This is an optimization exercise on Yosys and OpenROAD, whose aim is small area, a short achievable clock period and few clock cycles, not a production implementation.
The RTL was checked by simulation tests, not by an equivalence proof against the original design.

north:
==> flow/design.v (excerpt) <==
module bitcoin_hash(
  input logic clk, reset_n, start,
  input logic [31:0] message_addr, output_addr,
  output logic done, mem_we,
  output logic [15:0] mem_addr,
  output logic [31:0] mem_write_data,
  input logic [31:0] mem_read_data);
Size: ~910 flip-flops, roughly 150 I/O pins, ~50000 sq um of cells after synthesis.
clock: 10.0 ns
lec_check: 0
abc_area: 1
cap_margin: 20
core_margin: 2
core_utilization: 65
cts_cluster_diameter: 60
cts_cluster_size: 30
place_density: 0.75
slew_margin: 20
standard.sh (not shown) runs the stock make flow with config.mk's settings and CLKGATE_MAP_FILE= SYNTH_SCRIPT=/design/flow/synth_recipe.tcl, a recipe that flattens the netlist after the stock synthesis.
==> flow/flow/run.sh <==
#!/bin/bash
# The standard layout (standard.sh: the standard synthesis and ORFS flow
# with config.mk's settings), with only the setup repair's slack margin
# raised to 6.3 ns: repair_timing then works the paths down toward 3.7 ns.
# The clock, the constraints and every other step are the standard ones.
# The whole make output goes to standard_flow.log in the work folder.
set -euo pipefail
cd "$(dirname "$0")/.."
bash standard.sh SETUP_SLACK_6.3=6.3 finish > standard_flow.log 2>&1
Testbench counts of north, summed over its fixed seeds: cycles 83,592.
Modified inputs, south compared to north
-- flow/flow/run.sh --
<<< north, line 9
bash standard.sh SETUP_SLACK_6.3=6.3 finish > standard_flow.log 2>&1
>>> south, line 9
bash standard.sh SETUP_SLACK_MARGIN=6.3 finish > standard_flow.log 2>&1
### Flow results
Comparing south and north, the lower number of gates resized after cts was measured on north.
Between south and north, worst setup slack before clock tree synthesis is higher for south, north comes in under that.
Reported for south and north, number of top-level pins turned out identical to the last digit.
Relative to north, later-pin clock latency in the skew report has increased by 0.02 ns in south.
Number of buffers created by CTS, south and north: smaller value in north
The run with more routed wire is south, not north.
Re met3 wire length: south is 6.8% up on north.

========
## job 6515
bitcoin_hash, a different RTL version from the one above (not shown whole).
Size: roughly 6400 cells after synthesis, about 830 flip-flops, roughly 150 I/O pins, roughly 48000 um2 of cells after synthesis.
==> flow/config.mk <==
export PLATFORM = sky130hd
export DESIGN_NAME = bitcoin_hash
export DESIGN_NICKNAME = bitcoin_hash
export VERILOG_FILES = /design/flow/design.v
export SDC_FILE = /design/flow/constraint.sdc
export NUM_CORES = 4
export LEC_CHECK = 0
export ABC_AREA = 1
export CAP_MARGIN = 20
export CORE_MARGIN = 2
export CORE_UTILIZATION = 65
export CTS_CLUSTER_DIAMETER = 60
export CTS_CLUSTER_SIZE = 30
export PLACE_DENSITY = 0.75
export SLEW_MARGIN = 20
==> flow/constraint.sdc <==
create_clock -name core_clock -period 10.0 [get_ports {clk}]
set_input_delay 2.0000 -clock core_clock [delete_from_list [all_inputs] [get_ports {clk}]]
set_output_delay 2.0000 -clock core_clock [all_outputs]
set_load 0.01 [all_outputs]
==> flow/flow/run.sh <==
#!/bin/bash
# The standard layout (standard.sh: the standard synthesis and ORFS flow
# with config.mk's settings), with only the setup repair's slack margin
# raised to 5.5 ns: repair_timing then works the paths down toward 4.5 ns.
# The clock, the constraints and every other step are the standard ones.
# The whole make output goes to standard_flow.log in the work folder.
set -euo pipefail
cd "$(dirname "$0")/.."
bash standard.sh SETUP_SLACK_MARGIN=5.5 finish > standard_flow.log 2>&1
Job 6515 finished end to end and its layout was clean on timing, DRC and antenna.
Testbench counts of job 6515, summed over its fixed seeds: cycles 82,944.
Edits applied to the flow inputs when going from job 6515 to job 8345:
Settings: a deleted CTS_CLUSTER_DIAMETER that had been 60; a deleted CTS_CLUSTER_SIZE that had been 30; an added SETUP_SLACK_MARGIN of 5; a deleted ABC_AREA that had been 1.
==> flow/run.sh (new file) <==
#!/bin/bash
# synth_recipe.tcl (not shown) runs the flow's synth.tcl, then flattens the netlist and writes it again
# the make line also repeats each setting of config.mk as NAME=value (left out here)
make -C /OpenROAD-flow-scripts/flow DESIGN_CONFIG=/design/flow/config.mk WORK_HOME=/design/flow/orfs CLKGATE_MAP_FILE= SYNTH_SCRIPT=/design/flow/synth_recipe.tcl finish
removed: flow/flow/run.sh
removed: flow/standard.sh
Compare job 6515 and job 8345 | critical path depth higher: job 6515
Setup WNS job 6515 -> job 8345: worse
Run comparison: job 6515 destination of the critical timing path sa[21]; job 8345 destination of the critical timing path w[8][31]
Job 8345: xor-xnor portion of the synthesized cell area 1.1 points above job 6515
Delta (job 8345 minus job 6515): design area -about 2.6%; clock skew has decreased.
Number of standard cells in the final layout excluding fillers (job 8345 vs. job 6515) decreases by more than 10%
Taking job 6515 as the reference, in job 8345 count of clock buffers in the final design went up 44; total wire length after detailed routing went down 8.9%; final period demand of the worst path went up 0.71 ns; CTS H-tree depth went up 1.
Job 8345 drops fewer vias than job 6515.
[inputs] job 4567 vs job 8345
Settings: an added CTS_CLUSTER_SIZE of 30; an added ABC_AREA of 1; an added CTS_CLUSTER_DIAMETER of 60.
Lower die area was reported by job 8345, not job 4567. Cell row count up 2.1% in job 4567 wrt job 8345. Between job 4567 and job 8345, it is job 4567 whose wire length is higher, by 8.4%. Job 8345 and job 4567 ended up with nearly the same final design instance area without fill. Initial antenna violation count on job 4567 is up relative to job 8345.

========
## before
Another version of the RTL of bitcoin_hash (not shown whole).
Size in the first run: roughly 6500 cells after synthesis, about 150 I/O pins.
==> flow/config.mk <==
export PLATFORM = sky130hd
export DESIGN_NAME = bitcoin_hash
export DESIGN_NICKNAME = bitcoin_hash
export VERILOG_FILES = /design/flow/design.v
export SDC_FILE = /design/flow/constraint.sdc
export NUM_CORES = 4
export LEC_CHECK = 0
export ABC_AREA = 1
export CAP_MARGIN = 20
export CORE_MARGIN = 2
export CORE_UTILIZATION = 65
export CTS_CLUSTER_DIAMETER = 60
export CTS_CLUSTER_SIZE = 30
export PLACE_DENSITY = 0.75
export SLEW_MARGIN = 20
==> flow/constraint.sdc <==
create_clock -name core_clock -period 10.0 [get_ports {clk}]
set_input_delay 2.0000 -clock core_clock [delete_from_list [all_inputs] [get_ports {clk}]]
set_output_delay 2.0000 -clock core_clock [all_outputs]
set_load 0.01 [all_outputs]
==> flow/flow/run.sh <==
#!/bin/bash
# The standard layout (standard.sh: the standard synthesis and ORFS flow
# with config.mk's settings), with only the setup repair's slack margin
# raised to 6.5 ns: repair_timing then works the paths down toward 3.5 ns.
# The clock, the constraints and every other step are the standard ones.
# The whole make output goes to standard_flow.log in the work folder.
set -euo pipefail
cd "$(dirname "$0")/.."
bash standard.sh SETUP_SLACK_MARGIN=6.5 finish > standard_flow.log 2>&1
Testbench counts of before, summed over its fixed seeds: cycles 83,592.
> inputs changed (before -> after)
--- a/flow/flow/run.sh
+++ b/flow/flow/run.sh
@@ -4 +4 @@
-# raised to 6.5 ns: repair_timing then works the paths down toward 3.5 ns.
+# raised to 6.3 ns: repair_timing then works the paths down toward 3.7 ns.
@@ -9 +9 @@
-bash standard.sh SETUP_SLACK_MARGIN=6.5 finish > standard_flow.log 2>&1
+bash standard.sh SETUP_SLACK_MARGIN=6.3 finish > standard_flow.log 2>&1
--- outcome ---
- In after, the footprint of the flip-flops and latches came out about 0.4% below the value in before.
- Core utilization: after lower than before
- Routed wire length in after vs before: down 4.5%

========
lane 1:
Another version of the RTL of bitcoin_hash (not shown whole).
For scale: ~6700 cells after synthesis, about 150 I/O pins, ~51000 um^2 of cells after synthesis.
Settings: LEC_CHECK=0, ABC_AREA=1, CAP_MARGIN=20, CORE_MARGIN=2, CORE_UTILIZATION=65, CTS_CLUSTER_DIAMETER=60, CTS_CLUSTER_SIZE=30, PLACE_DENSITY=0.75, SLEW_MARGIN=20; clock period 10.0 ns.
==> flow/flow/run.sh <==
#!/bin/bash
# The standard layout (standard.sh: the standard synthesis and ORFS flow
# with config.mk's settings), with only the setup repair's slack margin
# raised to 6.5 ns: repair_timing then works the paths down toward 3.5 ns.
# The clock, the constraints and every other step are the standard ones.
# The whole make output goes to standard_flow.log in the work folder.
set -euo pipefail
cd "$(dirname "$0")/.."
bash standard.sh SETUP_SLACK_MARGIN=6.5 finish > standard_flow.log 2>&1
Testbench counts of lane 1, summed over its fixed seeds: cycles 83,592.
[inputs] lane 2 vs lane 1
==> flow/flow/run.sh <==
#!/bin/bash
# The standard layout (standard.sh: the standard synthesis and ORFS flow
# with config.mk's settings), with only the setup repair's slack margin
# raised to 6.3 ns: repair_timing then works the paths down toward 3.7 ns.
# The clock, the constraints and every other step are the standard ones.
# The whole make output goes to standard_flow.log in the work folder.
set -euo pipefail
cd "$(dirname "$0")/.."
bash standard.sh SETUP_SLACK_MARGIN=6.3 finish > standard_flow.log 2>&1
Findings:
Re die area: no difference whatsoever between lane 1 and lane 2.
[diff] post-route worst hold slack, lane 2 relative to lane 1: regression
Between lane 2 and lane 1, it is lane 2 whose register-to-register setup slack is higher, by 0.23 ns.

-- re-timing with driven ports --
The results above use ideal ports. As a check the final layouts listed here were re-extracted and re-timed, cells and wires unchanged.
Step 1 assumes that a clkbuf_16 drives the clock port and a buf_2 every other input.
Step 2 moves the port delays by t, midway between the first and last clock arrival at a register: inputs arrive t later, outputs are due t later. That takes back most of the time a late clock gives input paths.
Slacks: ideal / step 1 / step 2; pairs: ideal / step 1.
| run | t (ns) | setup slack, ns | clock arrival spread, ns |
|---|---|---|---|
| north | 0.745 | 4.353 / 4.353 / 4.353 | 0.068 / 0.068 |
| south | 0.767 | 6.075 / 6.075 / 6.075 | 0.072 / 0.072 |
| job 6515 | 0.766 | 5.376 / 5.376 / 5.018 | 0.060 / 0.060 |
| job 8345 | 0.726 | 4.664 / 4.664 / 4.664 | 0.040 / 0.040 |
| job 4567 | 0.766 | 4.991 / 4.991 / 4.991 | 0.065 / 0.065 |
| before | 0.785 | 5.669 / 5.669 / 5.669 | 0.096 / 0.096 |
| after | 0.774 | 6.013 / 6.013 / 6.013 | 0.072 / 0.071 |
| lane 1 | 0.791 | 5.720 / 5.720 / 5.719 | 0.059 / 0.058 |
| lane 2 | 0.770 | 5.952 / 5.952 / 5.725 | 0.073 / 0.072 |
After both steps every run listed still meets setup and hold. The setup slack of job 6515, which loses most, moves by 0.000 ns with the drivers and by -0.358 ns with both steps.
